Source: an optimization exercise on an open RTL-to-GDS flow (aim: small area, a short achievable clock period and few clock cycles). Production flows keep margins and buffers that such runs may drop. The RTL was checked by simulation tests, not by an equivalence proof against the original design.

--- design.v ---
module geofence(clk, reset, X, Y, valid, is_inside);
input clk;
input reset;
input [9:0] X;
input [9:0] Y;
output reg valid;
output reg is_inside;
reg [4:0] t;
reg [9:0] px, py;            
reg [19:0] buf0, buf1, buf2;   
reg sx, sy;                  
reg [9:0] mx, my;            
reg lsx, lsy, rsx, rsy;
reg [9:0] lmx, lmy, rmx, rmy;
reg ins;
reg [3:0] hp;                
reg [3:0] qo;                
reg [12:0] hx, hy;           
reg glo, plo;
reg an_r, anz_r;             
reg s0;                      
reg s2;                      
reg tr;                      
reg cr;                      
wire [4:0] tn = t + 5'd1;
always @(posedge clk or posedge reset) begin
    if (reset) begin
        s0 <= 1'b0; s2 <= 1'b0; tr <= 1'b0; cr <= 1'b0;
    end else begin
        s0 <= !valid && (tn == 5'd2 || tn == 5'd3 || tn == 5'd5 || tn == 5'd8 || tn == 5'd11 || tn == 5'd14);
        s2 <= !valid && (tn == 5'd5 || tn == 5'd8 || tn == 5'd11 || tn == 5'd14 || tn == 5'd17);
        tr <= !valid && (tn == 5'd7 || tn == 5'd10 || tn == 5'd13 || tn == 5'd16);
        cr <= !valid && tr;
    end
end
wire [19:0] vin = (t == 5'd2 || t == 5'd8) ? buf0 : (t == 5'd3 || t == 5'd11) ? buf1 : buf2;
wire [10:0] dx = {1'b0, vin[19:10]} - {1'b0, px};
wire [10:0] dy = {1'b0, vin[9:0]} - {1'b0, py};
wire [9:0] ax = (dx[9:0] ^ {10{dx[10]}}) + {9'd0, dx[10]};
wire [9:0] ay = (dy[9:0] ^ {10{dy[10]}}) + {9'd0, dy[10]};
wire [3:0] side = {Y < py, Y > py, X < px, X > px};
wire early_out = |(hp & side);
wire [3:0] quad = {side[0] & side[3], side[1] & side[3], side[1] & side[2], side[0] & side[2]};
wire early_in = &(qo | quad);
wire zx = mx == 10'd0, zy = my == 10'd0;
wire zlx = lmx == 10'd0, zly = lmy == 10'd0;
wire zrx = rmx == 10'd0, zry = rmy == 10'd0;
wire [9:0] umx = tr ? rmx : lmx, umy = tr ? rmy : lmy;
wire [12:0] hx_d, hy_d;
wire glo_d, plo_d, c_le, c_lt;
xs1 u1(.a(umx), .b(my), .c(umy), .d(mx), .hx(hx_d), .hy(hy_d), .glo(glo_d), .plo(plo_d));
xs2 u2(.hx(hx), .hy(hy), .glo(glo), .plo(plo), .le(c_le), .lt(c_lt));
wire c_s1 = (cr ? rsx : lsx) ^ sy, c_s2 = (cr ? rsy : lsy) ^ sx;
wire c_nz = cr ? (!(zrx || zy) || !(zry || zx)) : (!(zlx || zy) || !(zly || zx));
wire cn  = (c_s1 == c_s2) ? (c_s1 ? !c_le : c_lt) : (c_s1 && c_nz);    
wire cnz = (c_s1 == c_s2) ? (c_s1 ? !c_lt : c_le) : (c_s1 || !c_nz);   
wire an  = cr ? an_r : cn;
wire anz = cr ? anz_r : cnz;
wire bn  = !cnz;             
wire bnz = !cn;
wire opp = (!zx && (sx ^ lsx)) || (!zy && (sy ^ lsy));
wire hit = (zx && zy) || (an && bnz) || (anz && bn) || (anz && !an && bnz && !bn && opp);
wire newl = an && !bnz;       
wire newr = !anz && bn;       
wire early = t == 5'd6 && (ins || early_in || early_out);
wire last = s2 && t != 5'd5 && (ins || hit || t == 5'd17);
always @(posedge clk or posedge reset) begin
    if (reset) t <= 5'd0;
    else if (valid) t <= 5'd0;
    else t <= t + 5'd1;
end
always @(posedge clk) begin
    hx <= hx_d; hy <= hy_d; glo <= glo_d; plo <= plo_d;
    an_r <= cn; anz_r <= cnz;
    if (s0) begin
        sx <= dx[10]; mx <= ax;
        sy <= dy[10]; my <= ay;
    end
end
always @(posedge clk) begin
    if (t == 5'd0) begin
        px <= X;
        py <= Y;
    end
    if (t == 5'd1 || t == 5'd4) buf0 <= {X, Y};
    if (t == 5'd2 || t == 5'd5) buf1 <= {X, Y};
    if (t == 5'd3 || t == 5'd6) buf2 <= {X, Y};
    if (t == 5'd1) begin hp <= side; qo <= quad; end
    else if (t <= 5'd5) begin hp <= hp & side; qo <= qo | quad; end
    if (t == 5'd3) begin
        lsx <= sx; lmx <= mx; lsy <= sy; lmy <= my;
        rsx <= sx; rmx <= mx; rsy <= sy; rmy <= my;
        ins <= zx && zy;
    end else if (s2) begin
        if (hit) ins <= 1'b1;
        if (newl) begin lsx <= sx; lmx <= mx; lsy <= sy; lmy <= my; end
        if (newr) begin rsx <= sx; rmx <= mx; rsy <= sy; rmy <= my; end
    end
end
always @(posedge clk or posedge reset) begin
    if (reset) begin
        valid <= 1'b0;
        is_inside <= 1'b0;
    end else begin
        valid <= !valid && (early || last);
        is_inside <= early ? (ins || early_in) : (ins || hit);
    end
end
endmodule
module xs1(input [9:0] a, input [9:0] b, input [9:0] c, input [9:0] d,
           output [12:0] hx, output [12:0] hy, output glo, output plo);
wire t1 = (a[0] & b[9]) ^ ~(c[0] & d[9]) ^ (a[1] & b[8]);
wire t2 = ((a[0] & b[9]) & ~(c[0] & d[9])) | ((a[0] & b[9]) & (a[1] & b[8])) | (~(c[0] & d[9]) & (a[1] & b[8]));
wire t3 = (a[1] & b[9]) ^ ~(c[1] & d[9]);
wire t4 = (a[1] & b[9]) & ~(c[1] & d[9]);
wire t5 = (a[0] & b[6]) ^ ~(c[0] & d[6]) ^ (a[1] & b[5]);
wire t6 = ((a[0] & b[6]) & ~(c[0] & d[6])) | ((a[0] & b[6]) & (a[1] & b[5])) | (~(c[0] & d[6]) & (a[1] & b[5]));
wire t7 = (a[0] & b[7]) ^ ~(c[0] & d[7]) ^ (a[1] & b[6]);
wire t8 = ((a[0] & b[7]) & ~(c[0] & d[7])) | ((a[0] & b[7]) & (a[1] & b[6])) | (~(c[0] & d[7]) & (a[1] & b[6]));
wire t9 = ~(c[1] & d[6]) ^ (a[2] & b[5]) ^ ~(c[2] & d[5]);
wire t10 = (~(c[1] & d[6]) & (a[2] & b[5])) | (~(c[1] & d[6]) & ~(c[2] & d[5])) | ((a[2] & b[5]) & ~(c[2] & d[5]));
wire t11 = (a[3] & b[4]) ^ ~(c[3] & d[4]);
wire t12 = (a[3] & b[4]) & ~(c[3] & d[4]);
wire t13 = (a[0] & b[8]) ^ ~(c[0] & d[8]) ^ (a[1] & b[7]);
wire t14 = ((a[0] & b[8]) & ~(c[0] & d[8])) | ((a[0] & b[8]) & (a[1] & b[7])) | (~(c[0] & d[8]) & (a[1] & b[7]));
wire t15 = ~(c[1] & d[7]) ^ (a[2] & b[6]) ^ ~(c[2] & d[6]);
wire t16 = (~(c[1] & d[7]) & (a[2] & b[6])) | (~(c[1] & d[7]) & ~(c[2] & d[6])) | ((a[2] & b[6]) & ~(c[2] & d[6]));
wire t17 = (a[3] & b[5]) ^ ~(c[3] & d[5]) ^ (a[4] & b[4]);
wire t18 = ((a[3] & b[5]) & ~(c[3] & d[5])) | ((a[3] & b[5]) & (a[4] & b[4])) | (~(c[3] & d[5]) & (a[4] & b[4]));
wire t19 = ~(c[4] & d[4]) ^ (a[5] & b[3]) ^ ~(c[5] & d[3]);
wire t20 = (~(c[4] & d[4]) & (a[5] & b[3])) | (~(c[4] & d[4]) & ~(c[5] & d[3])) | ((a[5] & b[3]) & ~(c[5] & d[3]));
wire t21 = (a[6] & b[2]) ^ ~(c[6] & d[2]);
wire t22 = (a[6] & b[2]) & ~(c[6] & d[2]);
wire t23 = ~(c[1] & d[8]) ^ (a[2] & b[7]) ^ ~(c[2] & d[7]);
wire t24 = (~(c[1] & d[8]) & (a[2] & b[7])) | (~(c[1] & d[8]) & ~(c[2] & d[7])) | ((a[2] & b[7]) & ~(c[2] & d[7]));
wire t25 = (a[3] & b[6]) ^ ~(c[3] & d[6]) ^ (a[4] & b[5]);
wire t26 = ((a[3] & b[6]) & ~(c[3] & d[6])) | ((a[3] & b[6]) & (a[4] & b[5])) | (~(c[3] & d[6]) & (a[4] & b[5]));
wire t27 = ~(c[4] & d[5]) ^ (a[5] & b[4]) ^ ~(c[5] & d[4]);
wire t28 = (~(c[4] & d[5]) & (a[5] & b[4])) | (~(c[4] & d[5]) & ~(c[5] & d[4])) | ((a[5] & b[4]) & ~(c[5] & d[4]));
wire t29 = (a[6] & b[3]) ^ ~(c[6] & d[3]) ^ (a[7] & b[2]);
wire t30 = ((a[6] & b[3]) & ~(c[6] & d[3])) | ((a[6] & b[3]) & (a[7] & b[2])) | (~(c[6] & d[3]) & (a[7] & b[2]));
wire t31 = ~(c[7] & d[2]) ^ (a[8] & b[1]) ^ ~(c[8] & d[1]);
wire t32 = (~(c[7] & d[2]) & (a[8] & b[1])) | (~(c[7] & d[2]) & ~(c[8] & d[1])) | ((a[8] & b[1]) & ~(c[8] & d[1]));
wire t33 = (a[9] & b[0]) ^ ~(c[9] & d[0]);
wire t34 = (a[9] & b[0]) & ~(c[9] & d[0]);
wire t35 = (a[2] & b[8]) ^ ~(c[2] & d[8]) ^ (a[3] & b[7]);
wire t36 = ((a[2] & b[8]) & ~(c[2] & d[8])) | ((a[2] & b[8]) & (a[3] & b[7])) | (~(c[2] & d[8]) & (a[3] & b[7]));
wire t37 = ~(c[3] & d[7]) ^ (a[4] & b[6]) ^ ~(c[4] & d[6]);
wire t38 = (~(c[3] & d[7]) & (a[4] & b[6])) | (~(c[3] & d[7]) & ~(c[4] & d[6])) | ((a[4] & b[6]) & ~(c[4] & d[6]));
wire t39 = (a[5] & b[5]) ^ ~(c[5] & d[5]) ^ (a[6] & b[4]);
wire t40 = ((a[5] & b[5]) & ~(c[5] & d[5])) | ((a[5] & b[5]) & (a[6] & b[4])) | (~(c[5] & d[5]) & (a[6] & b[4]));
wire t41 = ~(c[6] & d[4]) ^ (a[7] & b[3]) ^ ~(c[7] & d[3]);
wire t42 = (~(c[6] & d[4]) & (a[7] & b[3])) | (~(c[6] & d[4]) & ~(c[7] & d[3])) | ((a[7] & b[3]) & ~(c[7] & d[3]));
wire t43 = (a[8] & b[2]) ^ ~(c[8] & d[2]) ^ (a[9] & b[1]);
wire t44 = ((a[8] & b[2]) & ~(c[8] & d[2])) | ((a[8] & b[2]) & (a[9] & b[1])) | (~(c[8] & d[2]) & (a[9] & b[1]));
wire t45 = ~(c[9] & d[1]) ^ 1'b1 ^ t2;
wire t46 = (~(c[9] & d[1]) & 1'b1) | (~(c[9] & d[1]) & t2) | (1'b1 & t2);
wire t47 = (a[2] & b[9]) ^ ~(c[2] & d[9]) ^ (a[3] & b[8]);
wire t48 = ((a[2] & b[9]) & ~(c[2] & d[9])) | ((a[2] & b[9]) & (a[3] & b[8])) | (~(c[2] & d[9]) & (a[3] & b[8]));
wire t49 = ~(c[3] & d[8]) ^ (a[4] & b[7]) ^ ~(c[4] & d[7]);
wire t50 = (~(c[3] & d[8]) & (a[4] & b[7])) | (~(c[3] & d[8]) & ~(c[4] & d[7])) | ((a[4] & b[7]) & ~(c[4] & d[7]));
wire t51 = (a[5] & b[6]) ^ ~(c[5] & d[6]) ^ (a[6] & b[5]);
wire t52 = ((a[5] & b[6]) & ~(c[5] & d[6])) | ((a[5] & b[6]) & (a[6] & b[5])) | (~(c[5] & d[6]) & (a[6] & b[5]));
wire t53 = ~(c[6] & d[5]) ^ (a[7] & b[4]) ^ ~(c[7] & d[4]);
wire t54 = (~(c[6] & d[5]) & (a[7] & b[4])) | (~(c[6] & d[5]) & ~(c[7] & d[4])) | ((a[7] & b[4]) & ~(c[7] & d[4]));
wire t55 = (a[8] & b[3]) ^ ~(c[8] & d[3]) ^ (a[9] & b[2]);
wire t56 = ((a[8] & b[3]) & ~(c[8] & d[3])) | ((a[8] & b[3]) & (a[9] & b[2])) | (~(c[8] & d[3]) & (a[9] & b[2]));
wire t57 = (a[3] & b[9]) ^ ~(c[3] & d[9]) ^ (a[4] & b[8]);
wire t58 = ((a[3] & b[9]) & ~(c[3] & d[9])) | ((a[3] & b[9]) & (a[4] & b[8])) | (~(c[3] & d[9]) & (a[4] & b[8]));
wire t59 = ~(c[4] & d[8]) ^ (a[5] & b[7]) ^ ~(c[5] & d[7]);
wire t60 = (~(c[4] & d[8]) & (a[5] & b[7])) | (~(c[4] & d[8]) & ~(c[5] & d[7])) | ((a[5] & b[7]) & ~(c[5] & d[7]));
wire t61 = (a[6] & b[6]) ^ ~(c[6] & d[6]) ^ (a[7] & b[5]);
wire t62 = ((a[6] & b[6]) & ~(c[6] & d[6])) | ((a[6] & b[6]) & (a[7] & b[5])) | (~(c[6] & d[6]) & (a[7] & b[5]));
wire t63 = (a[4] & b[9]) ^ ~(c[4] & d[9]) ^ (a[5] & b[8]);
wire t64 = ((a[4] & b[9]) & ~(c[4] & d[9])) | ((a[4] & b[9]) & (a[5] & b[8])) | (~(c[4] & d[9]) & (a[5] & b[8]));
wire t65 = (a[0] & b[4]) ^ ~(c[0] & d[4]) ^ (a[1] & b[3]);
wire t66 = ((a[0] & b[4]) & ~(c[0] & d[4])) | ((a[0] & b[4]) & (a[1] & b[3])) | (~(c[0] & d[4]) & (a[1] & b[3]));
wire t67 = (a[0] & b[5]) ^ ~(c[0] & d[5]) ^ (a[1] & b[4]);
wire t68 = ((a[0] & b[5]) & ~(c[0] & d[5])) | ((a[0] & b[5]) & (a[1] & b[4])) | (~(c[0] & d[5]) & (a[1] & b[4]));
wire t69 = ~(c[1] & d[4]) ^ (a[2] & b[3]) ^ ~(c[2] & d[3]);
wire t70 = (~(c[1] & d[4]) & (a[2] & b[3])) | (~(c[1] & d[4]) & ~(c[2] & d[3])) | ((a[2] & b[3]) & ~(c[2] & d[3]));
wire t71 = (a[3] & b[2]) ^ ~(c[3] & d[2]);
wire t72 = (a[3] & b[2]) & ~(c[3] & d[2]);
wire t73 = ~(c[1] & d[5]) ^ (a[2] & b[4]) ^ ~(c[2] & d[4]);
wire t74 = (~(c[1] & d[5]) & (a[2] & b[4])) | (~(c[1] & d[5]) & ~(c[2] & d[4])) | ((a[2] & b[4]) & ~(c[2] & d[4]));
wire t75 = (a[3] & b[3]) ^ ~(c[3] & d[3]) ^ (a[4] & b[2]);
wire t76 = ((a[3] & b[3]) & ~(c[3] & d[3])) | ((a[3] & b[3]) & (a[4] & b[2])) | (~(c[3] & d[3]) & (a[4] & b[2]));
wire t77 = ~(c[4] & d[2]) ^ (a[5] & b[1]) ^ ~(c[5] & d[1]);
wire t78 = (~(c[4] & d[2]) & (a[5] & b[1])) | (~(c[4] & d[2]) & ~(c[5] & d[1])) | ((a[5] & b[1]) & ~(c[5] & d[1]));
wire t79 = (a[6] & b[0]) ^ ~(c[6] & d[0]);
wire t80 = (a[6] & b[0]) & ~(c[6] & d[0]);
wire t81 = (a[4] & b[3]) ^ ~(c[4] & d[3]) ^ (a[5] & b[2]);
wire t82 = ((a[4] & b[3]) & ~(c[4] & d[3])) | ((a[4] & b[3]) & (a[5] & b[2])) | (~(c[4] & d[3]) & (a[5] & b[2]));
wire t83 = ~(c[5] & d[2]) ^ (a[6] & b[1]) ^ ~(c[6] & d[1]);
wire t84 = (~(c[5] & d[2]) & (a[6] & b[1])) | (~(c[5] & d[2]) & ~(c[6] & d[1])) | ((a[6] & b[1]) & ~(c[6] & d[1]));
wire t85 = (a[7] & b[0]) ^ ~(c[7] & d[0]) ^ 1'b1;
wire t86 = ((a[7] & b[0]) & ~(c[7] & d[0])) | ((a[7] & b[0]) & 1'b1) | (~(c[7] & d[0]) & 1'b1);
wire t87 = t6 ^ t7 ^ t9;
wire t88 = (t6 & t7) | (t6 & t9) | (t7 & t9);
wire t89 = (a[7] & b[1]) ^ ~(c[7] & d[1]) ^ (a[8] & b[0]);
wire t90 = ((a[7] & b[1]) & ~(c[7] & d[1])) | ((a[7] & b[1]) & (a[8] & b[0])) | (~(c[7] & d[1]) & (a[8] & b[0]));
wire t91 = ~(c[8] & d[0]) ^ 1'b1 ^ t8;
wire t92 = (~(c[8] & d[0]) & 1'b1) | (~(c[8] & d[0]) & t8) | (1'b1 & t8);
wire t93 = t10 ^ t12 ^ t13;
wire t94 = (t10 & t12) | (t10 & t13) | (t12 & t13);
wire t95 = t15 ^ t17 ^ t19;
wire t96 = (t15 & t17) | (t15 & t19) | (t17 & t19);
wire t97 = 1'b1 ^ t1 ^ t14;
wire t98 = (1'b1 & t1) | (1'b1 & t14) | (t1 & t14);
wire t99 = t16 ^ t18 ^ t20;
wire t100 = (t16 & t18) | (t16 & t20) | (t18 & t20);
wire t101 = t22 ^ t23 ^ t25;
wire t102 = (t22 & t23) | (t22 & t25) | (t23 & t25);
wire t103 = t27 ^ t29 ^ t31;
wire t104 = (t27 & t29) | (t27 & t31) | (t29 & t31);
wire t105 = t3 ^ t24 ^ t26;
wire t106 = (t3 & t24) | (t3 & t26) | (t24 & t26);
wire t107 = t28 ^ t30 ^ t32;
wire t108 = (t28 & t30) | (t28 & t32) | (t30 & t32);
wire t109 = t34 ^ t35 ^ t37;
wire t110 = (t34 & t35) | (t34 & t37) | (t35 & t37);
wire t111 = t39 ^ t41 ^ t43;
wire t112 = (t39 & t41) | (t39 & t43) | (t41 & t43);
wire t113 = ~(c[9] & d[2]) ^ t4 ^ t36;
wire t114 = (~(c[9] & d[2]) & t4) | (~(c[9] & d[2]) & t36) | (t4 & t36);
wire t115 = t38 ^ t40 ^ t42;
wire t116 = (t38 & t40) | (t38 & t42) | (t40 & t42);
wire t117 = t44 ^ t46 ^ t47;
wire t118 = (t44 & t46) | (t44 & t47) | (t46 & t47);
wire t119 = t49 ^ t51 ^ t53;
wire t120 = (t49 & t51) | (t49 & t53) | (t51 & t53);
wire t121 = ~(c[7] & d[5]) ^ (a[8] & b[4]) ^ ~(c[8] & d[4]);
wire t122 = (~(c[7] & d[5]) & (a[8] & b[4])) | (~(c[7] & d[5]) & ~(c[8] & d[4])) | ((a[8] & b[4]) & ~(c[8] & d[4]));
wire t123 = (a[9] & b[3]) ^ ~(c[9] & d[3]) ^ t48;
wire t124 = ((a[9] & b[3]) & ~(c[9] & d[3])) | ((a[9] & b[3]) & t48) | (~(c[9] & d[3]) & t48);
wire t125 = t50 ^ t52 ^ t54;
wire t126 = (t50 & t52) | (t50 & t54) | (t52 & t54);
wire t127 = t56 ^ t57 ^ t59;
wire t128 = (t56 & t57) | (t56 & t59) | (t57 & t59);
wire t129 = ~(c[5] & d[8]) ^ (a[6] & b[7]) ^ ~(c[6] & d[7]);
wire t130 = (~(c[5] & d[8]) & (a[6] & b[7])) | (~(c[5] & d[8]) & ~(c[6] & d[7])) | ((a[6] & b[7]) & ~(c[6] & d[7]));
wire t131 = (a[7] & b[6]) ^ ~(c[7] & d[6]) ^ (a[8] & b[5]);
wire t132 = ((a[7] & b[6]) & ~(c[7] & d[6])) | ((a[7] & b[6]) & (a[8] & b[5])) | (~(c[7] & d[6]) & (a[8] & b[5]));
wire t133 = ~(c[8] & d[5]) ^ (a[9] & b[4]) ^ ~(c[9] & d[4]);
wire t134 = (~(c[8] & d[5]) & (a[9] & b[4])) | (~(c[8] & d[5]) & ~(c[9] & d[4])) | ((a[9] & b[4]) & ~(c[9] & d[4]));
wire t135 = t58 ^ t60 ^ t62;
wire t136 = (t58 & t60) | (t58 & t62) | (t60 & t62);
wire t137 = (a[5] & b[9]) ^ ~(c[5] & d[9]) ^ (a[6] & b[8]);
wire t138 = ((a[5] & b[9]) & ~(c[5] & d[9])) | ((a[5] & b[9]) & (a[6] & b[8])) | (~(c[5] & d[9]) & (a[6] & b[8]));
wire t139 = ~(c[6] & d[8]) ^ (a[7] & b[7]) ^ ~(c[7] & d[7]);
wire t140 = (~(c[6] & d[8]) & (a[7] & b[7])) | (~(c[6] & d[8]) & ~(c[7] & d[7])) | ((a[7] & b[7]) & ~(c[7] & d[7]));
wire t141 = (a[8] & b[6]) ^ ~(c[8] & d[6]) ^ (a[9] & b[5]);
wire t142 = ((a[8] & b[6]) & ~(c[8] & d[6])) | ((a[8] & b[6]) & (a[9] & b[5])) | (~(c[8] & d[6]) & (a[9] & b[5]));
wire t143 = (a[6] & b[9]) ^ ~(c[6] & d[9]) ^ (a[7] & b[8]);
wire t144 = ((a[6] & b[9]) & ~(c[6] & d[9])) | ((a[6] & b[9]) & (a[7] & b[8])) | (~(c[6] & d[9]) & (a[7] & b[8]));
wire t145 = (a[0] & b[2]) ^ ~(c[0] & d[2]);
wire t146 = (a[0] & b[2]) & ~(c[0] & d[2]);
wire t147 = (a[0] & b[3]) ^ ~(c[0] & d[3]) ^ (a[1] & b[2]);
wire t148 = ((a[0] & b[3]) & ~(c[0] & d[3])) | ((a[0] & b[3]) & (a[1] & b[2])) | (~(c[0] & d[3]) & (a[1] & b[2]));
wire t149 = ~(c[1] & d[2]) ^ (a[2] & b[1]) ^ ~(c[2] & d[1]);
wire t150 = (~(c[1] & d[2]) & (a[2] & b[1])) | (~(c[1] & d[2]) & ~(c[2] & d[1])) | ((a[2] & b[1]) & ~(c[2] & d[1]));
wire t151 = ~(c[1] & d[3]) ^ (a[2] & b[2]) ^ ~(c[2] & d[2]);
wire t152 = (~(c[1] & d[3]) & (a[2] & b[2])) | (~(c[1] & d[3]) & ~(c[2] & d[2])) | ((a[2] & b[2]) & ~(c[2] & d[2]));
wire t153 = (a[3] & b[1]) ^ ~(c[3] & d[1]) ^ (a[4] & b[0]);
wire t154 = ((a[3] & b[1]) & ~(c[3] & d[1])) | ((a[3] & b[1]) & (a[4] & b[0])) | (~(c[3] & d[1]) & (a[4] & b[0]));
wire t155 = ~(c[4] & d[0]) ^ 1'b1;
wire t156 = ~(c[4] & d[0]) & 1'b1;
wire t157 = (a[4] & b[1]) ^ ~(c[4] & d[1]) ^ (a[5] & b[0]);
wire t158 = ((a[4] & b[1]) & ~(c[4] & d[1])) | ((a[4] & b[1]) & (a[5] & b[0])) | (~(c[4] & d[1]) & (a[5] & b[0]));
wire t159 = ~(c[5] & d[0]) ^ 1'b1 ^ t66;
wire t160 = (~(c[5] & d[0]) & 1'b1) | (~(c[5] & d[0]) & t66) | (1'b1 & t66);
wire t161 = t67 ^ t69 ^ t71;
wire t162 = (t67 & t69) | (t67 & t71) | (t69 & t71);
wire t163 = 1'b1 ^ t5 ^ t68;
wire t164 = (1'b1 & t5) | (1'b1 & t68) | (t5 & t68);
wire t165 = t70 ^ t72 ^ t73;
wire t166 = (t70 & t72) | (t70 & t73) | (t72 & t73);
wire t167 = t75 ^ t77 ^ t79;
wire t168 = (t75 & t77) | (t75 & t79) | (t77 & t79);
wire t169 = t11 ^ t74 ^ t76;
wire t170 = (t11 & t74) | (t11 & t76) | (t74 & t76);
wire t171 = t78 ^ t80 ^ t81;
wire t172 = (t78 & t80) | (t78 & t81) | (t80 & t81);
wire t173 = t83 ^ t85 ^ t87;
wire t174 = (t83 & t85) | (t83 & t87) | (t85 & t87);
wire t175 = t21 ^ t82 ^ t84;
wire t176 = (t21 & t82) | (t21 & t84) | (t82 & t84);
wire t177 = t86 ^ t88 ^ t89;
wire t178 = (t86 & t88) | (t86 & t89) | (t88 & t89);
wire t179 = t91 ^ t93 ^ t95;
wire t180 = (t91 & t93) | (t91 & t95) | (t93 & t95);
wire t181 = t33 ^ t90 ^ t92;
wire t182 = (t33 & t90) | (t33 & t92) | (t90 & t92);
wire t183 = t94 ^ t96 ^ t97;
wire t184 = (t94 & t96) | (t94 & t97) | (t96 & t97);
wire t185 = t99 ^ t101 ^ t103;
wire t186 = (t99 & t101) | (t99 & t103) | (t101 & t103);
wire t187 = t45 ^ t98 ^ t100;
wire t188 = (t45 & t98) | (t45 & t100) | (t98 & t100);
wire t189 = t102 ^ t104 ^ t105;
wire t190 = (t102 & t104) | (t102 & t105) | (t104 & t105);
wire t191 = t107 ^ t109 ^ t111;
wire t192 = (t107 & t109) | (t107 & t111) | (t109 & t111);
wire t193 = t55 ^ t106 ^ t108;
wire t194 = (t55 & t106) | (t55 & t108) | (t106 & t108);
wire t195 = t110 ^ t112 ^ t113;
wire t196 = (t110 & t112) | (t110 & t113) | (t112 & t113);
wire t197 = t115 ^ t117 ^ t119;
wire t198 = (t115 & t117) | (t115 & t119) | (t117 & t119);
wire t199 = t61 ^ t114 ^ t116;
wire t200 = (t61 & t114) | (t61 & t116) | (t114 & t116);
wire t201 = t118 ^ t120 ^ t121;
wire t202 = (t118 & t120) | (t118 & t121) | (t120 & t121);
wire t203 = t123 ^ t125 ^ t127;
wire t204 = (t123 & t125) | (t123 & t127) | (t125 & t127);
wire t205 = t63 ^ t122 ^ t124;
wire t206 = (t63 & t122) | (t63 & t124) | (t122 & t124);
wire t207 = t126 ^ t128 ^ t129;
wire t208 = (t126 & t128) | (t126 & t129) | (t128 & t129);
wire t209 = t131 ^ t133 ^ t135;
wire t210 = (t131 & t133) | (t131 & t135) | (t133 & t135);
wire t211 = ~(c[9] & d[5]) ^ t64 ^ t130;
wire t212 = (~(c[9] & d[5]) & t64) | (~(c[9] & d[5]) & t130) | (t64 & t130);
wire t213 = t132 ^ t134 ^ t136;
wire t214 = (t132 & t134) | (t132 & t136) | (t134 & t136);
wire t215 = t137 ^ t139 ^ t141;
wire t216 = (t137 & t139) | (t137 & t141) | (t139 & t141);
wire t217 = ~(c[7] & d[8]) ^ (a[8] & b[7]) ^ ~(c[8] & d[7]);
wire t218 = (~(c[7] & d[8]) & (a[8] & b[7])) | (~(c[7] & d[8]) & ~(c[8] & d[7])) | ((a[8] & b[7]) & ~(c[8] & d[7]));
wire t219 = (a[9] & b[6]) ^ ~(c[9] & d[6]) ^ t138;
wire t220 = ((a[9] & b[6]) & ~(c[9] & d[6])) | ((a[9] & b[6]) & t138) | (~(c[9] & d[6]) & t138);
wire t221 = t140 ^ t142 ^ t143;
wire t222 = (t140 & t142) | (t140 & t143) | (t142 & t143);
wire t223 = (a[7] & b[9]) ^ ~(c[7] & d[9]) ^ (a[8] & b[8]);
wire t224 = ((a[7] & b[9]) & ~(c[7] & d[9])) | ((a[7] & b[9]) & (a[8] & b[8])) | (~(c[7] & d[9]) & (a[8] & b[8]));
wire t225 = ~(c[8] & d[8]) ^ (a[9] & b[7]) ^ ~(c[9] & d[7]);
wire t226 = (~(c[8] & d[8]) & (a[9] & b[7])) | (~(c[8] & d[8]) & ~(c[9] & d[7])) | ((a[9] & b[7]) & ~(c[9] & d[7]));
wire t227 = (a[0] & b[1]) ^ ~(c[0] & d[1]);
wire t228 = (a[0] & b[1]) & ~(c[0] & d[1]);
wire t229 = (a[1] & b[1]) ^ ~(c[1] & d[1]) ^ (a[2] & b[0]);
wire t230 = ((a[1] & b[1]) & ~(c[1] & d[1])) | ((a[1] & b[1]) & (a[2] & b[0])) | (~(c[1] & d[1]) & (a[2] & b[0]));
wire t231 = ~(c[2] & d[0]) ^ 1'b1;
wire t232 = ~(c[2] & d[0]) & 1'b1;
wire t233 = (a[3] & b[0]) ^ ~(c[3] & d[0]) ^ 1'b1;
wire t234 = ((a[3] & b[0]) & ~(c[3] & d[0])) | ((a[3] & b[0]) & 1'b1) | (~(c[3] & d[0]) & 1'b1);
wire t235 = t146 ^ t147 ^ t149;
wire t236 = (t146 & t147) | (t146 & t149) | (t147 & t149);
wire t237 = t65 ^ t148 ^ t150;
wire t238 = (t65 & t148) | (t65 & t150) | (t148 & t150);
wire t239 = t151 ^ t153 ^ t155;
wire t240 = (t151 & t153) | (t151 & t155) | (t153 & t155);
wire t241 = t152 ^ t154 ^ t156;
wire t242 = (t152 & t154) | (t152 & t156) | (t154 & t156);
wire t243 = t157 ^ t159 ^ t161;
wire t244 = (t157 & t159) | (t157 & t161) | (t159 & t161);
wire t245 = t158 ^ t160 ^ t162;
wire t246 = (t158 & t160) | (t158 & t162) | (t160 & t162);
wire t247 = t163 ^ t165 ^ t167;
wire t248 = (t163 & t165) | (t163 & t167) | (t165 & t167);
wire t249 = t164 ^ t166 ^ t168;
wire t250 = (t164 & t166) | (t164 & t168) | (t166 & t168);
wire t251 = t169 ^ t171 ^ t173;
wire t252 = (t169 & t171) | (t169 & t173) | (t171 & t173);
wire t253 = t170 ^ t172 ^ t174;
wire t254 = (t170 & t172) | (t170 & t174) | (t172 & t174);
wire t255 = t175 ^ t177 ^ t179;
wire t256 = (t175 & t177) | (t175 & t179) | (t177 & t179);
wire t257 = t176 ^ t178 ^ t180;
wire t258 = (t176 & t178) | (t176 & t180) | (t178 & t180);
wire t259 = t181 ^ t183 ^ t185;
wire t260 = (t181 & t183) | (t181 & t185) | (t183 & t185);
wire t261 = t182 ^ t184 ^ t186;
wire t262 = (t182 & t184) | (t182 & t186) | (t184 & t186);
wire t263 = t187 ^ t189 ^ t191;
wire t264 = (t187 & t189) | (t187 & t191) | (t189 & t191);
wire t265 = t188 ^ t190 ^ t192;
wire t266 = (t188 & t190) | (t188 & t192) | (t190 & t192);
wire t267 = t193 ^ t195 ^ t197;
wire t268 = (t193 & t195) | (t193 & t197) | (t195 & t197);
wire t269 = t194 ^ t196 ^ t198;
wire t270 = (t194 & t196) | (t194 & t198) | (t196 & t198);
wire t271 = t199 ^ t201 ^ t203;
wire t272 = (t199 & t201) | (t199 & t203) | (t201 & t203);
wire t273 = t200 ^ t202 ^ t204;
wire t274 = (t200 & t202) | (t200 & t204) | (t202 & t204);
wire t275 = t205 ^ t207 ^ t209;
wire t276 = (t205 & t207) | (t205 & t209) | (t207 & t209);
wire t277 = t206 ^ t208 ^ t210;
wire t278 = (t206 & t208) | (t206 & t210) | (t208 & t210);
wire t279 = t211 ^ t213 ^ t215;
wire t280 = (t211 & t213) | (t211 & t215) | (t213 & t215);
wire t281 = t212 ^ t214 ^ t216;
wire t282 = (t212 & t214) | (t212 & t216) | (t214 & t216);
wire t283 = t217 ^ t219 ^ t221;
wire t284 = (t217 & t219) | (t217 & t221) | (t219 & t221);
wire t285 = t144 ^ t218 ^ t220;
wire t286 = (t144 & t218) | (t144 & t220) | (t218 & t220);
wire t287 = t222 ^ t223 ^ t225;
wire t288 = (t222 & t223) | (t222 & t225) | (t223 & t225);
wire t289 = (a[8] & b[9]) ^ ~(c[8] & d[9]) ^ (a[9] & b[8]);
wire t290 = ((a[8] & b[9]) & ~(c[8] & d[9])) | ((a[8] & b[9]) & (a[9] & b[8])) | (~(c[8] & d[9]) & (a[9] & b[8]));
wire t291 = ~(c[9] & d[8]) ^ t224 ^ t226;
wire t292 = (~(c[9] & d[8]) & t224) | (~(c[9] & d[8]) & t226) | (t224 & t226);
wire t293 = (a[1] & b[0]) ^ ~(c[1] & d[0]);
wire t294 = (a[1] & b[0]) & ~(c[1] & d[0]);
wire t295 = t145 ^ t228 ^ t229;
wire t296 = (t145 & t228) | (t145 & t229) | (t228 & t229);
wire t297 = t230 ^ t232 ^ t233;
wire t298 = (t230 & t232) | (t230 & t233) | (t232 & t233);
wire t299 = t234 ^ t236 ^ t237;
wire t300 = (t234 & t236) | (t234 & t237) | (t236 & t237);
wire t301 = t238 ^ t240 ^ t241;
wire t302 = (t238 & t240) | (t238 & t241) | (t240 & t241);
wire t303 = t242 ^ t244 ^ t245;
wire t304 = (t242 & t244) | (t242 & t245) | (t244 & t245);
wire t305 = t246 ^ t248 ^ t249;
wire t306 = (t246 & t248) | (t246 & t249) | (t248 & t249);
wire t307 = t250 ^ t252 ^ t253;
wire t308 = (t250 & t252) | (t250 & t253) | (t252 & t253);
wire t309 = t254 ^ t256 ^ t257;
wire t310 = (t254 & t256) | (t254 & t257) | (t256 & t257);
wire t311 = t258 ^ t260 ^ t261;
wire t312 = (t258 & t260) | (t258 & t261) | (t260 & t261);
wire t313 = t262 ^ t264 ^ t265;
wire t314 = (t262 & t264) | (t262 & t265) | (t264 & t265);
wire t315 = t266 ^ t268 ^ t269;
wire t316 = (t266 & t268) | (t266 & t269) | (t268 & t269);
wire t317 = t270 ^ t272 ^ t273;
wire t318 = (t270 & t272) | (t270 & t273) | (t272 & t273);
wire t319 = t274 ^ t276 ^ t277;
wire t320 = (t274 & t276) | (t274 & t277) | (t276 & t277);
wire t321 = t278 ^ t280 ^ t281;
wire t322 = (t278 & t280) | (t278 & t281) | (t280 & t281);
wire t323 = t282 ^ t284 ^ t285;
wire t324 = (t282 & t284) | (t282 & t285) | (t284 & t285);
wire t325 = t286 ^ t288 ^ t289;
wire t326 = (t286 & t288) | (t286 & t289) | (t288 & t289);
wire t327 = (a[9] & b[9]) ^ ~(c[9] & d[9]) ^ t290;
wire t328 = ((a[9] & b[9]) & ~(c[9] & d[9])) | ((a[9] & b[9]) & t290) | (~(c[9] & d[9]) & t290);
wire t329 = 1'b1 ^ t227;
wire t330 = 1'b1 & t227;
wire t331 = t231 ^ t294 ^ t295;
wire t332 = (t231 & t294) | (t231 & t295) | (t294 & t295);
wire t333 = t235 ^ t296 ^ t297;
wire t334 = (t235 & t296) | (t235 & t297) | (t296 & t297);
wire t335 = t239 ^ t298 ^ t299;
wire t336 = (t239 & t298) | (t239 & t299) | (t298 & t299);
wire t337 = t243 ^ t300 ^ t301;
wire t338 = (t243 & t300) | (t243 & t301) | (t300 & t301);
wire t339 = t247 ^ t302 ^ t303;
wire t340 = (t247 & t302) | (t247 & t303) | (t302 & t303);
wire t341 = t251 ^ t304 ^ t305;
wire t342 = (t251 & t304) | (t251 & t305) | (t304 & t305);
wire t343 = t255 ^ t306 ^ t307;
wire t344 = (t255 & t306) | (t255 & t307) | (t306 & t307);
wire t345 = t259 ^ t308 ^ t309;
wire t346 = (t259 & t308) | (t259 & t309) | (t308 & t309);
wire t347 = t263 ^ t310 ^ t311;
wire t348 = (t263 & t310) | (t263 & t311) | (t310 & t311);
wire t349 = t267 ^ t312 ^ t313;
wire t350 = (t267 & t312) | (t267 & t313) | (t312 & t313);
wire t351 = t271 ^ t314 ^ t315;
wire t352 = (t271 & t314) | (t271 & t315) | (t314 & t315);
wire t353 = t275 ^ t316 ^ t317;
wire t354 = (t275 & t316) | (t275 & t317) | (t316 & t317);
wire t355 = t279 ^ t318 ^ t319;
wire t356 = (t279 & t318) | (t279 & t319) | (t318 & t319);
wire t357 = t283 ^ t320 ^ t321;
wire t358 = (t283 & t320) | (t283 & t321) | (t320 & t321);
wire t359 = t287 ^ t322 ^ t323;
wire t360 = (t287 & t322) | (t287 & t323) | (t322 & t323);
wire t361 = t291 ^ t324 ^ t325;
wire t362 = (t291 & t324) | (t291 & t325) | (t324 & t325);
wire t363 = t292 ^ t326 ^ t327;
wire t364 = (t292 & t326) | (t292 & t327) | (t326 & t327);
wire [20:0] x = {1'b1, t328, t362, t360, t358, t356, t354, t352, t350, t348, t346, t344, t342, t340, t338, t336, t334, t332, t330, t293, (a[0] & b[0])};
wire [20:0] y = {1'b0, t364, t363, t361, t359, t357, t355, t353, t351, t349, t347, t345, t343, t341, t339, t337, t335, t333, t331, t329, ~(c[0] & d[0])};
assign hx = x[20:8];
assign hy = y[20:8];
wire [7:0] g = x[7:0] & y[7:0];
wire [7:0] p = x[7:0] | y[7:0];
wire lG1 = g[1] | (p[1] & g[0]);
wire lP1 = p[1] & p[0];
wire lG2 = g[3] | (p[3] & g[2]);
wire lP2 = p[3] & p[2];
wire lG3 = lG2 | (lP2 & lG1);
wire lP3 = lP2 & lP1;
wire lG4 = g[5] | (p[5] & g[4]);
wire lP4 = p[5] & p[4];
wire lG5 = g[7] | (p[7] & g[6]);
wire lP5 = p[7] & p[6];
wire lG6 = lG5 | (lP5 & lG4);
wire lP6 = lP5 & lP4;
wire lG7 = lG6 | (lP6 & lG3);
wire lP7 = lP6 & lP3;
assign glo = lG7;
assign plo = lP7;
endmodule
module xs2(input [12:0] hx, input [12:0] hy, input glo, input plo, output le, output lt);
wire [11:0] g = hx[11:0] & hy[11:0];
wire [11:0] p = hx[11:0] | hy[11:0];
wire hG1 = g[2] | (p[2] & g[1]);
wire hP1 = p[2] & p[1];
wire hG2 = hG1 | (hP1 & g[0]);
wire hP2 = hP1 & p[0];
wire hG3 = g[5] | (p[5] & g[4]);
wire hP3 = p[5] & p[4];
wire hG4 = hG3 | (hP3 & g[3]);
wire hP4 = hP3 & p[3];
wire hG5 = hG4 | (hP4 & hG2);
wire hP5 = hP4 & hP2;
wire hG6 = g[8] | (p[8] & g[7]);
wire hP6 = p[8] & p[7];
wire hG7 = hG6 | (hP6 & g[6]);
wire hP7 = hP6 & p[6];
wire hG8 = g[11] | (p[11] & g[10]);
wire hP8 = p[11] & p[10];
wire hG9 = hG8 | (hP8 & g[9]);
wire hP9 = hP8 & p[9];
wire hG10 = hG9 | (hP9 & hG7);
wire hP10 = hP9 & hP7;
wire hG11 = hG10 | (hP10 & hG5);
wire hP11 = hP10 & hP5;
wire top = hx[12] ^ hy[12];
wire gall = hG11 | (hP11 & glo);
wire pall = hP11 & plo;
assign le = top ^ gall;
assign lt = top ^ (gall | pall);
endmodule
--- constraint.sdc ---
create_clock -name core_clock -period 12.0 [get_ports {clk}]
set_input_delay 2.4000 -clock core_clock [delete_from_list [all_inputs] [get_ports {clk}]]
set_output_delay 2.4000 -clock core_clock [all_outputs]
set_load 0.01 [all_outputs]
--- standard.sh ---
#!/bin/bash
# synth_recipe.tcl (not shown) runs the flow's synth.tcl, then flattens the netlist and writes it again
# the make line also repeats each setting of config.mk as NAME=value (left out here)
make -C /OpenROAD-flow-scripts/flow DESIGN_CONFIG=/design/flow/config.mk WORK_HOME=/design/flow/orfs CLKGATE_MAP_FILE= SYNTH_SCRIPT=/design/flow/synth_recipe.tcl "${@:-finish}"
--- flow/invopt.py ---
#!/usr/bin/env python3
"""Polarity clean-up of a mapped sky130hd netlist (Yosys write_verilog output).

Yosys's extract_fa maps many full adders in inverted form (inverted inputs and outputs),
which leaves inverters between adders. A full adder is self-dual: FA(~a,~b,~c) gives
(~sum, ~cout). This script removes every inverter, then picks for each full adder whether
to use it inverted, and for some single-output gates whether to swap them for their
complement (and2 <-> nand2, ...), so that as few inverters as possible are needed; it
then adds one inverter per signal whose complement is still needed. The function of the
netlist and its registers are unchanged.

usage: invopt.py lib in.v out.v"""
import re, sys, random

lib_path, src, dst = sys.argv[1:4]
P = "sky130_fd_sc_hd__"

# cell areas and pin directions from the liberty file
areas, pins, cur, curpin = {}, {}, None, None
for line in open(lib_path):
    m = re.match(r'\s*cell \("(\w+)"\)', line)
    if m:
        cur = m.group(1); pins[cur] = {}; continue
    m = re.match(r'\s*area\s*:\s*([0-9.]+)', line)
    if m and cur and cur not in areas:
        areas[cur] = float(m.group(1))
    m = re.match(r'\s*pin \("(\w+)"\)', line)
    if m and cur:
        curpin = m.group(1); continue
    m = re.match(r'\s*direction\s*:\s*"?(\w+)"?', line)
    if m and cur and curpin:
        pins[cur][curpin] = m.group(1); curpin = None

PAIRS = [("and2", "nand2"), ("or2", "nor2"), ("xor2", "xnor2"), ("and3", "nand3"),
         ("or3", "nor3"), ("and4", "nand4"), ("or4", "nor4"), ("a21o", "a21oi"),
         ("o21a", "o21ai"), ("a22o", "a22oi"), ("o22a", "o22ai"), ("a211o", "a211oi"),
         ("o211a", "o211ai"), ("a31o", "a31oi"), ("o31a", "o31ai"), ("xor3", "xnor3"),
         ("buf", "inv"), ("clkbuf", "inv"), ("a221o", "a221oi"), ("o221a", "o221ai"),
         ("a41o", "a41oi"), ("o41a", "o41ai"), ("a32o", "a32oi"), ("o32a", "o32ai"),
         ("mux2", "mux2i")]
COMP = {}
for a, b, d in [(a, b, d) for a, b in PAIRS for d in ("_4", "_2", "_1")] + \
        [(b, a, d) for a, b in PAIRS for d in ("_4", "_2", "_1")]:
    x, y = P + a + d, P + b + "_1"
    if a == "inv":
        continue
    if x in pins and y in pins:
        ix = sorted(p for p, d in pins[x].items() if d == "input")
        iy = sorted(p for p, d in pins[y].items() if d == "input")
        ox = [p for p, d in pins[x].items() if d == "output"]
        oy = [p for p, d in pins[y].items() if d == "output"]
        if ix == iy and len(ox) == 1 and len(oy) == 1:
            COMP[x] = (y, ox[0], oy[0])
INV = re.compile(P + r"(inv|clkinv)_\d+$")
FA = P + "fa_1"
HA = P + "ha_1"

text = open(src).read()
mod = re.search(r"module\s+(\w+)\s*\((.*?)\);(.*)endmodule", text, re.S)
body = mod.group(3)
outputs = set()
for m in re.finditer(r"^\s*output\s+(\[[^\]]*\]\s*)?(\w+)\s*;", body, re.M):
    outputs.add(m.group(2))
inputs = set()
for m in re.finditer(r"^\s*input\s+(\[[^\]]*\]\s*)?(\w+)\s*;", body, re.M):
    inputs.add(m.group(2))

cell_re = re.compile(r"^\s*(" + P + r"\w+)\s+(\S+)\s*\((.*?)\);", re.M | re.S)
pin_re = re.compile(r"\.(\w+)\(\s*(.*?)\s*\)\s*(?:,|$)", re.S)
cells = []
for m in cell_re.finditer(body):
    t, name, conns = m.group(1), m.group(2), m.group(3)
    pc = [(p, n.strip()) for p, n in pin_re.findall(conns)]
    cells.append([t, name, pc])
if re.search(r"^\s*assign\s", body, re.M):
    sys.exit("netlist has assign statements")
other = cell_re.sub("", body)

def is_out(t, p):
    return pins[t].get(p) == "output"

# nets driven by inverters: net -> input net
inv_of = {}
for t, name, pc in cells:
    if INV.match(t):
        d = dict(pc); inv_of[d["Y"]] = d["A"]
def base(n):
    pol = 0
    while n in inv_of:
        n = inv_of[n]; pol ^= 1
    return n, pol

for o in outputs:
    if base(o)[1] or o in inv_of:
        sys.exit("output port driven by an inverter")

# variables: full adders (flip all pins) and complementable gates (flip the output)
var_of_cell = {}
driver_var = {}   # base net -> var index (its physical polarity)
nvar = 0
ctype = []
for i, (t, name, pc) in enumerate(cells):
    if INV.match(t):
        continue
    if t == FA or t in COMP or t == HA:
        var_of_cell[i] = nvar; ctype.append(t); nvar += 1
        if t != HA:
            for p, n in pc:
                if is_out(t, p):
                    driver_var[n] = var_of_cell[i]
val = [0] * nvar

# loads: (cell index, pin, base net, literal polarity, var of load or None)
loads = {}
for i, (t, name, pc) in enumerate(cells):
    if INV.match(t):
        continue
    for p, n in pc:
        if is_out(t, p):
            continue
        b, pol = base(n)
        v = var_of_cell[i] if t in (FA, HA) else None
        loads.setdefault(b, []).append((i, p, pol, v))
for o in outputs:
    loads.setdefault(o, []).append((None, o, 0, None))

sig_of_var = {}
for b in loads:
    if b in driver_var:
        sig_of_var.setdefault(driver_var[b], []).append(b)
for_var_loads = {}
for b, ls in loads.items():
    for (i, p, pol, v) in ls:
        if v is not None:
            for_var_loads.setdefault(v, set()).add(b)

inv_area = areas[P + "inv_1"]
def sig_cost(b):
    ph = val[driver_var[b]] if b in driver_var else 0
    need = False
    for (i, p, pol, v) in loads[b]:
        req = pol ^ (val[v] if v is not None else 0)
        if req != ph:
            need = True; break
    return inv_area if need else 0.0
def var_cost(v):
    t = ctype[v]
    if t == FA:
        return 0.0
    if t == HA:
        return (areas[P + "xor2_1"] + areas[P + "nor2_1"]) if val[v] else areas[t]
    return areas[COMP[t][0]] if val[v] else areas[t]
def touched(v):
    s = set(sig_of_var.get(v, [])) | for_var_loads.get(v, set())
    return s

total = sum(sig_cost(b) for b in loads) + sum(var_cost(v) for v in range(nvar))
start = total + inv_area * 0
orig = sum(areas[t] for t, n, pc in cells if INV.match(t) or t == FA or t in COMP)
order = list(range(nvar))
rng = random.Random(1)
def delta(v):
    ss = touched(v)
    before = sum(sig_cost(b) for b in ss) + var_cost(v)
    val[v] ^= 1
    after = sum(sig_cost(b) for b in ss) + var_cost(v)
    val[v] ^= 1
    return after - before
def descend():
    global total
    improved = True
    while improved:
        improved = False
        rng.shuffle(order)
        for v in order:
            d = delta(v)
            if d < -1e-9 or (d < 1e-9 and rng.random() < 0.3):
                val[v] ^= 1; total += d
                if d < -1e-9:
                    improved = True
descend()
best, best_val = total, list(val)
# simulated annealing over single flips, then a final descent from the best state
import math, os
steps = int(os.environ.get("SA_STEPS", "3000000"))
t0, t1 = 3.0, 0.05
for it in range(steps):
    T = t0 * (t1 / t0) ** (it / steps)
    v = rng.randrange(nvar)
    d = delta(v)
    if d < 1e-9 or rng.random() < math.exp(-d / T):
        val[v] ^= 1
        total += d
        if total < best - 1e-9:
            best, best_val = total, list(val)
val[:] = best_val
total = best
descend()
# rewrite
def W(n):
    return n + " " if n.startswith("\\") else n
new_cells = []
inv_net = {}
k = 0
for b in sorted(loads):
    ph = val[driver_var[b]] if b in driver_var else 0
    for (i, p, pol, v) in loads[b]:
        req = pol ^ (val[v] if v is not None else 0)
        if req != ph and b not in inv_net:
            k += 1
            inv_net[b] = f"invopt_{k}"
            new_cells.append(f"  {P}inv_1 invopt_c{k} (\n    .A({W(b)}),\n    .Y({inv_net[b]})\n  );")
conn = {}
for b, ls in loads.items():
    ph = val[driver_var[b]] if b in driver_var else 0
    for (i, p, pol, v) in ls:
        req = pol ^ (val[v] if v is not None else 0)
        net = b if req == ph else inv_net[b]
        if i is None:
            if net != p:
                sys.exit("output port polarity")
            continue
        conn[(i, p)] = net
conn = {k: W(n) for k, n in conn.items()}
out_cells = []
for i, (t, name, pc) in enumerate(cells):
    if INV.match(t):
        continue
    if t == HA and val[var_of_cell[i]]:
        d = dict(pc)
        a, b = conn[(i, "A")], conn[(i, "B")]
        if "SUM" in d:
            out_cells.append(f"  {P}xor2_1 {name}_s (\n    .A({a}),\n    .B({b}),\n    .X({W(d['SUM'])})\n  );")
        if "COUT" in d:
            out_cells.append(f"  {P}nor2_1 {name}_c (\n    .A({a}),\n    .B({b}),\n    .Y({W(d['COUT'])})\n  );")
        continue
    nt = t
    opin = {}
    if i in var_of_cell and t != FA and val[var_of_cell[i]]:
        nt, po, pn = COMP[t]
        opin[po] = pn
    items = []
    for p, n in pc:
        if is_out(t, p):
            items.append(f"    .{opin.get(p, p)}({W(n)})")
        else:
            items.append(f"    .{p}({conn[(i, p)]})")
    out_cells.append(f"  {nt} {name} (\n" + ",\n".join(items) + "\n  );")
decl = "\n".join(f"  wire {inv_net[b]};" for b in sorted(inv_net, key=lambda b: inv_net[b]))
newbody = other.rstrip() + "\n" + decl + "\n" + "\n".join(out_cells + new_cells) + "\n"
out = text[:mod.start(3)] + newbody + text[mod.end(3):]
open(dst, "w").write(out)
ninv0 = sum(1 for t, n, pc in cells if INV.match(t))
nflip = sum(1 for v in range(nvar) if val[v] and ctype[v] in (FA, HA))
ncomp = sum(1 for v in range(nvar) if val[v] and ctype[v] != FA)
sys.stderr.write(f"invopt: inverters {ninv0} -> {k}, adders flipped {nflip}, gates swapped {ncomp}, "
                 f"area of touched cells {orig:.1f} -> {total:.1f}\n")
--- config.mk ---
export PLATFORM = sky130hd
export DESIGN_NAME = geofence
export DESIGN_NICKNAME = geofence
export VERILOG_FILES = /design/flow/design.v
export SDC_FILE = /design/flow/constraint.sdc
export NUM_CORES = 4
export LEC_CHECK = 0
export CAP_MARGIN = 20
export CORE_MARGIN = 2
export CORE_UTILIZATION = 40
export CTS_BUF_LIST = sky130_fd_sc_hd__clkbuf_4 sky130_fd_sc_hd__clkbuf_8
export CTS_CLUSTER_DIAMETER = 60
export CTS_CLUSTER_SIZE = 20
export PLACE_DENSITY = 0.6
export SETUP_SLACK_MARGIN = 5
export SLEW_MARGIN = 20
--- flow/run.sh ---
#!/bin/bash
# The standard layout, with one extra step between synthesis and floorplan:
# invopt.py removes the inverters that Yosys's full-adder extraction leaves between
# adders (see invopt.py). Each tool's output goes to a log of its own.
set -euo pipefail
R=orfs/results/$FLOW_PLATFORM/geofence/base
LIB=$FLOW_HOME/platforms/$FLOW_PLATFORM/lib/sky130_fd_sc_hd__tt_025C_1v80.lib
bash standard.sh synth > synth.log 2>&1
cp $R/1_2_yosys.v 1_2_yosys.synth.v
python3 flow/invopt.py $LIB 1_2_yosys.synth.v 1_2_yosys.invopt.v > invopt.log 2>&1
cp 1_2_yosys.invopt.v $R/1_2_yosys.v
bash standard.sh SETUP_SLACK_MARGIN=7.5 "BUFFER_PORTS_ARGS=-buffer_cell sky130_fd_sc_hd__buf_2" "CTS_ARGS=-sink_clustering_enable -repair_clock_nets -buf_list {sky130_fd_sc_hd__clkbuf_4 sky130_fd_sc_hd__clkbuf_8} -sink_clustering_size 20 -sink_clustering_max_diameter 60 -dont_use_dummy_load" finish > layout.log 2>&1
==> report_table.html <==
<table>
<tr><th>Metric</th><th>Value</th></tr>
<tr><th colspan="2">Run status</th></tr>
<tr><td>Status</td><td>no timing/DRC/antenna violations</td></tr>
<tr><th colspan="2">Finish</th></tr>
<tr><td>Area of all placed cells without fillers</td><td>15170 um^2</td></tr>
<tr><td>Post-layout instance count excluding filler cells</td><td>roughly 1700</td></tr>
<tr><td>Nets</td><td>1462</td></tr>
<tr><td>Number of antenna diodes</td><td>0</td></tr>
<tr><td>Synthesis-to-finish area growth</td><td>9.070%</td></tr>
<tr><td>Layout cell share with drive strength beyond 1</td><td>0.1132</td></tr>
<tr><td>Filler cells</td><td>3201</td></tr>
<tr><th colspan="2">STA</th></tr>
<tr><td>Setup TNS</td><td>0 ns</td></tr>
<tr><td>Worst slew margin</td><td>0.2608</td></tr>
<tr><td>Clk_skew</td><td>approximately 0.033 ns</td></tr>
<tr><td>Highest Clock Rate</td><td>220.6 MHz</td></tr>
<tr><td>RSZ-0062 raised after global routing</td><td>yes</td></tr>
<tr><td>Setup slack after layout</td><td>between 7 and 8 ns</td></tr>
<tr><td>Share of the cycle needed by the critical path after routing</td><td>0.3778</td></tr>
<tr><td>Worst-margin pin slew</td><td>about 1.1 ns</td></tr>
<tr><td>Final hold vios</td><td>0</td></tr>
<tr><td>Total of endpoints with negative setup slack in the final report</td><td>0</td></tr>
<tr><td>Final number of max-transition violations</td><td>0</td></tr>
<tr><td>Final critical delay including setup and external delays</td><td>between 4 and 5 ns</td></tr>
<tr><th colspan="2">Placed design</th></tr>
<tr><td>Placed Instance Area</td><td>14560 um^2</td></tr>
<tr><td>Worst slack, placed</td><td>6.851 ns</td></tr>
<tr><td>Routability congestion estimate from global placement</td><td>approximately 0.84</td></tr>
<tr><td>Port bufs</td><td>23</td></tr>
<tr><td>Placed wire-length estimate after detailed placement</td><td>~23000 um</td></tr>
<tr><td>Number of placed cells counting well taps</td><td>1643</td></tr>
<tr><th colspan="2">Yosys</th></tr>
<tr><td>Synthesized area divided by synthesized cell count</td><td>~12 um^2</td></tr>
<tr><td>Gate count of the mapped netlist</td><td>1195</td></tr>
<tr><td>Yosys warning total</td><td>1</td></tr>
<tr><td>Cell Area, Synth</td><td>between 10000 and 15000 um^2</td></tr>
<tr><td>Net Count, Synth</td><td>~1400</td></tr>
<tr><th colspan="2">Clock tree</th></tr>
<tr><td>Clock buffer count from CTS</td><td>17</td></tr>
<tr><td>Clock transition at the registers of the reported paths</td><td>0.10 ns</td></tr>
<tr><td>Number of sinks on the clock net</td><td>between 150 and 200</td></tr>
<tr><td>Cell at the root of the clock tree</td><td>sky130_fd_sc_hd__clkbuf_8</td></tr>
<tr><td>Level count of the clock H-tree</td><td>4</td></tr>
<tr><td>TritonCTS clock tree</td><td>done</td></tr>
<tr><td>Maximum count of clock buffers along a single path</td><td>2</td></tr>
<tr><td>Worst-skew pair later-pin latency</td><td>roughly 0.48 ns</td></tr>
<tr><th colspan="2">Route</th></tr>
<tr><td>Wire length reported by the detailed router</td><td>between 30000 and 40000 um</td></tr>
<tr><td>DRC viols</td><td>0</td></tr>
<tr><td>Total vias in the final route</td><td>roughly 9000</td></tr>
<tr><td>Post-route ant nets</td><td>0</td></tr>
<tr><td>Post-DR vias/cell</td><td>5.338</td></tr>
<tr><td>TritonRoute pass-1 iters</td><td>5</td></tr>
<tr><td>Routed WL per cell</td><td>19.68 um</td></tr>
<tr><td>Initial DRC Count</td><td>about 560</td></tr>
<tr><th colspan="2">Hold path</th></tr>
<tr><td>Type of the worst min-delay path</td><td>flip-flop to flip-flop</td></tr>
<tr><th colspan="2">Critical path</th></tr>
<tr><td>CP Max Fanout</td><td>6</td></tr>
<tr><td>Critical path endpoint category</td><td>flip-flop</td></tr>
<tr><td>Data required time at the worst endpoint</td><td>roughly 12 ns</td></tr>
<tr><td>WP data arrival</td><td>4.94 ns</td></tr>
<tr><td>Critical path type</td><td>flip-flop to flip-flop</td></tr>
<tr><td>Startpoint kind of the worst setup timing path</td><td>flip-flop</td></tr>
<tr><th colspan="2">Floorplanning</th></tr>
<tr><td>Full die area</td><td>roughly 36000 um^2</td></tr>
<tr><td>Num ports</td><td>24</td></tr>
<tr><td>Std-Cell Core Area</td><td>around 34000 um^2</td></tr>
<tr><td>Die X</td><td>roughly 190 um</td></tr>
<tr><td>Height of the chip</td><td>~190 um</td></tr>
<tr><td>Initial Util</td><td>0.4045</td></tr>
<tr><td>Core Rows</td><td>68</td></tr>
<tr><th colspan="2">Flow run</th></tr>
<tr><td>Max-cap violation count</td><td>0</td></tr>
<tr><th colspan="2">Global route</th></tr>
<tr><td>Vias in the first global route</td><td>roughly 9400</td></tr>
<tr><td>Total global routing overflow</td><td>0</td></tr>
<tr><td>Global-route wire length before repair</td><td>approximately 53000 um</td></tr>
<tr><td>Most Crowded Layer GR</td><td>met2</td></tr>
<tr><td>M2 GR Usage</td><td>0.3180</td></tr>
<tr><td>Met3 Usage GRT</td><td>0.03736</td></tr>
<tr><td>Initial antenna violation count</td><td>1</td></tr>
<tr><td>GR met1 Demand/Resource</td><td>0.2526</td></tr>
<tr><td>Global-route usage over all layers</td><td>0.1914</td></tr>
<tr><td>Pin count of the biggest net entering global routing</td><td>just over 40</td></tr>
</table>
path summary, 6_finish.rpt:
| kind | start | to | slack, ns | cells after the start |
|---|---|---|---|---|
| hold / removal | sx | lsx | 0.58 | 0 |
| max in group asynchronous | reset | t[0] | 9.71 | 2 |
| setup reg to reg | tr | glo | 7.47 | 13 |
| min in group asynchronous | reset | tr | 1.92 | 2 |
| setup / recovery | tr | glo | 7.47 | 13 |
| hold reg to reg | sx | lsx | 0.58 | 0 |
layout by cell type, fill, tap and decap left out, types with 4 or more instances in the layout:
| cell type | instances |
|---|---|
| sky130_fd_sc_hd__a22oi_1 | 4 |
| sky130_fd_sc_hd__dfxtp_1 | 28 |
| sky130_fd_sc_hd__o22ai_1 | 6 |
| sky130_fd_sc_hd__edfxtp_1 | 155 |
| sky130_fd_sc_hd__ha_1 | 42 |
| sky130_fd_sc_hd__xor2_1 | 34 |
| sky130_fd_sc_hd__nor3_1 | 14 |
| sky130_fd_sc_hd__clkbuf_8 | 17 |
| sky130_fd_sc_hd__o21ai_0 | 37 |
| sky130_fd_sc_hd__or2_2 | 5 |
| sky130_fd_sc_hd__fa_1 | 161 |
| sky130_fd_sc_hd__a31oi_1 | 5 |
| sky130_fd_sc_hd__mux2_4 | 10 |
| sky130_fd_sc_hd__nand2_1 | 147 |
| sky130_fd_sc_hd__and2_1 | 101 |
| sky130_fd_sc_hd__nor2_1 | 62 |
| sky130_fd_sc_hd__nand3_1 | 17 |
| sky130_fd_sc_hd__buf_2 | 23 |
| sky130_fd_sc_hd__mux2_2 | 9 |
| sky130_fd_sc_hd__inv_1 | 63 |
| sky130_fd_sc_hd__nand4_1 | 5 |
| sky130_fd_sc_hd__o21a_1 | 11 |
| sky130_fd_sc_hd__xnor2_1 | 23 |
| sky130_fd_sc_hd__fa_2 | 4 |
| sky130_fd_sc_hd__nand2b_1 | 8 |
| sky130_fd_sc_hd__dfrtp_1 | 7 |
| sky130_fd_sc_hd__mux2i_1 | 22 |
| sky130_fd_sc_hd__a21oi_1 | 38 |
| sky130_fd_sc_hd__nor4_1 | 14 |
| sky130_fd_sc_hd__nor2b_1 | 18 |
| sky130_fd_sc_hd__buf_4 | 24 |
| sky130_fd_sc_hd__a21o_1 | 8 |
flip-flops by register name, indices dropped and copies added, names as in the netlist, 12 cells and up:
signal / count
buf0: 20
buf1: 20
buf2: 20
hx: 12
hy: 12
metrics by stage:
stage / hold WS, ns / utilization
floorplan: 0.4670 / -
global placement: 0.5420 / 0.4234
detailed placement: 0.5401 / 0.4234
CTS: 0.5721 / 0.4338
global route: 0.5784 / 0.4412
finish: 0.5773 / 0.4412
routing by layer:
metal | routed length, um | up-vias
met3 | 1776 | 40
li1 | - | 4170
met4 | 731 | 2
met1 | 14350 | 4519
met2 | 16250 | 253
met5 | 18 | -
cell type report:
| cell class | instances | area (um^2) | share of cell area |
|---|---|---|---|
| clock buffers | 17 | 234.0 | 0.01543 |
| inverters | 67 | 257.7 | 0.01700 |
| multi-input cells | 898 | 8233 | 0.5429 |
| flip-flops and latches | 194 | 5498 | 0.3625 |
| well taps | 455 | 569.3 | 0.03754 |
| repair buffers | 52 | 374.1 | 0.02467 |
repair_timing:
item | CTS | global route
pin swaps | 4 | 13
buffers inserted | 7 | 14
cloned | 0 | 2
endpoints found under the hold margin | 0 | 0
endpoints found under the setup margin | 29 | 12
resized for setup | 20 | 35
hold buffers | 0 | 0
worst max-delay path: stages, from the launching register on:
cell and delay [ns]:
sky130_fd_sc_hd__dfrtp_4 0.54, sky130_fd_sc_hd__buf_6 0.15, sky130_fd_sc_hd__mux2_4 0.33, sky130_fd_sc_hd__and2_4 0.17, sky130_fd_sc_hd__fa_1 0.55, sky130_fd_sc_hd__fa_1 0.45, sky130_fd_sc_hd__fa_1 0.52, sky130_fd_sc_hd__fa_1 0.44
sky130_fd_sc_hd__fa_1 0.53, sky130_fd_sc_hd__inv_2 0.04, sky130_fd_sc_hd__nand2_1 0.07, sky130_fd_sc_hd__o221ai_2 0.10, sky130_fd_sc_hd__or3_4 0.40, sky130_fd_sc_hd__o221ai_2 0.16
Testbench counts, summed over its fixed seeds: cycles 79,733.

[static timing again, ports no longer ideal]
The flow's constraints put no driver on any port. The routed layout listed below was extracted and timed again, unchanged, in two steps. Step 1 sets driving cells, clkbuf_16 on the clock port and buf_2 on the other inputs (assumed; they add their load-dependent delay and slew). Step 2 also shifts input and output timing later by t, the mid clock arrival at the registers, as if the neighbouring blocks saw the same clock. Slacks: ideal / step 1 / step 2; pairs: ideal / step 1.
t (ns): 0.513
setup WS [ns]: 7.466 / 7.466 / 7.160
clock arrival spread, ns: 0.037 / 0.036
After both steps this run still meets setup and hold. For this run, drivers alone change the setup slack by 0.000 ns; drivers and shift together by -0.306 ns.
